What follows belongs to an exercise in optimizing a design on an open flow for small area and a short achievable clock period; a production flow would make more cautious choices.
The RTL was checked by simulation tests, not by an equivalence proof against the original design.
The flow treats the clock pin as an ideal source, which a real chip does not have.
No activity file was given, so power comes from the tool's default toggle rates.

== the baseline ==
Design alu_top, start of the top module:
module alu_top (clk, A, B, sel, Cin, Y, Zero);
	input clk;
	input [31:0] A, B;
	input [3:0] sel;
	input Cin;
	output [31:0] Y;
	output Zero;
	reg [31:0] a_q, b_q;
	reg [3:0]  sel_q;
	reg        cin_q;
	reg [31:0] y_q;
	reg        zero_q;
	wire [31:0] y_d;
	wire        zero_d;
	ALU u_alu (.A(a_q), .B(b_q), .sel(sel_q), .Cin(cin_q), .Y(y_d), .Zero(zero_d));
	always @(posedge clk) begin
		a_q    <= A;
		b_q    <= B;
		sel_q  <= sel;
		cin_q  <= Cin;
		y_q    <= y_d;
		zero_q <= zero_d;
	end
	assign Y    = y_q;
	assign Zero = zero_q;
endmodule
For scale: roughly 1400 cells after synthesis, about 100 I/O pins, ~13000 sq um of cells after synthesis.
Settings: LEC_CHECK=0, CAP_MARGIN=20, CORE_MARGIN=2, CORE_UTILIZATION=30, HOLD_SLACK_MARGIN=0.1, PLACE_DENSITY=0.5, SETUP_SLACK_MARGIN=3.3, SLEW_MARGIN=20, SYNTH_HIERARCHICAL=1, SYNTH_MINIMUM_KEEP_SIZE=0; clock period 7.0 ns.
standard.sh (not shown) runs the stock make flow with config.mk's settings and CLKGATE_MAP_FILE= SYNTH_SCRIPT=/design/flow/synth_recipe.tcl, a recipe that flattens the netlist after the stock synthesis.
==> flow/flow/run.sh <==
#!/bin/bash
# Standard ORFS flow (the standard.sh) with these changes:
#  - netopt.py: after synthesis, two local rewrites of the gate netlist (registers
#    untouched): and2 cells on widely shared signals become nor2 cells on shared
#    inverted copies, and full adders are used in inverted form where that removes
#    inverters between them (a full adder is self-dual)
#  - ports.tcl: port buffers with chosen cells (DONT_BUFFER_PORTS skips ORFS's own call)
#  - skew.tcl: output registers clocked from taps of a delayed clock branch (before CTS)
#  - CTS without latency balancing, so that the branch keeps its delay
# standard.sh writes the full ORFS logs under orfs/logs; console output goes to *.log here.
set -e
F=$PWD/flow
R=$PWD/orfs/results/sky130hd/alu_top/base
source $F/params.sh
ARGS=(DONT_BUFFER_PORTS=1 PRE_GLOBAL_PLACE_TCL=$F/ports.tcl PRE_CTS_TCL=$F/skew.tcl
  "CTS_ARGS=-sink_clustering_enable -repair_clock_nets -no_insertion_delay")
bash standard.sh "${ARGS[@]}" $R/1_2_yosys.v > synth.log 2>&1
if [[ "${FLOW_NETOPT:-1}" == 1 ]]; then
  python3 $F/netopt.py $R/1_2_yosys.v $R/1_2_yosys.flip.v > netopt.log 2>&1
  cp $R/1_2_yosys.v $R/1_2_yosys.orig.v
  mv $R/1_2_yosys.flip.v $R/1_2_yosys.v
fi
bash standard.sh "${ARGS[@]}" finish > standard.log 2>&1
Other scripts of this flow, unchanged in this note and not shown: flow/flow/netopt.py, flow/flow/params.sh, flow/flow/ports.tcl, flow/flow/skew.tcl
The flow completed for the baseline, but it is not clean: the layout still shows negative hold slack.
Inputs modified between the baseline and the candidate:
# the baseline
export LEC_CHECK = 0
export CAP_MARGIN = 20
export CORE_MARGIN = 2
export CORE_UTILIZATION = 30
export HOLD_SLACK_MARGIN = 0.1
export PLACE_DENSITY = 0.5
export SETUP_SLACK_MARGIN = 3.3
export SLEW_MARGIN = 20
export SYNTH_HIERARCHICAL = 1
export SYNTH_MINIMUM_KEEP_SIZE = 0
create_clock -name core_clock -period 7.0 [get_ports {clk}]
# the candidate
export LEC_CHECK = 0
export CAP_MARGIN = 20
export CORE_MARGIN = 2
export CORE_UTILIZATION = 40
export HOLD_SLACK_MARGIN = 0.1
export PLACE_DENSITY = 0.55
export SETUP_SLACK_MARGIN = 3.0
export SLEW_MARGIN = 20
export SYNTH_HIERARCHICAL = 1
export SYNTH_MINIMUM_KEEP_SIZE = 0
create_clock -name core_clock -period 7.0 [get_ports {clk}]
Notes after the runs:
[flow] the baseline | stages: complete | final checks: fail | reason: negative hold slack. Nothing crashed in the candidate and all stages finished; the problem is that the final layout failed, the offending checks being negative hold slack. Compared with the baseline, the candidate shows multi-input logic portion of the cell area higher by 1.2 points. Average cell area after synthesis came out exactly the same in the baseline and the candidate. Static leakage was lower in the run labelled the candidate. Cells: the candidate has fewer instances than the baseline.

separate check: timing with driven ports:
The results above use ideal ports. As a check the final layouts listed here were re-extracted and re-timed, cells and wires unchanged.
Step 1 (the two cells are an assumption about what drives the block):
set clk [get_ports {clk}]
set_driving_cell -lib_cell sky130_fd_sc_hd__clkbuf_16 $clk
set_driving_cell -lib_cell sky130_fd_sc_hd__buf_2 [delete_from_list [all_inputs] $clk]
Step 2, shift: input delay + t, output delay - t, t = (earliest + latest rising clock arrival at the registers) / 2. This alone moves slack from input paths to output paths.
Three values: ideal ports, drivers, drivers and shift; two values: the first two.
run	t, ns	setup slack, ns	hold WS [ns]	clock arrival spread, ns	pins driven straight from the clock port
the baseline	1.241	3.190 / 3.132 / 3.221	-0.658 / -0.658 / -0.658	1.647 / 1.648	1
the candidate	1.242	3.092 / 3.073 / 3.092	-0.713 / -0.713 / -0.713	1.721 / 1.720	1
Clock arrivals are far apart in the baseline and the candidate, so t is only a midpoint there and step 2 fits no single register.
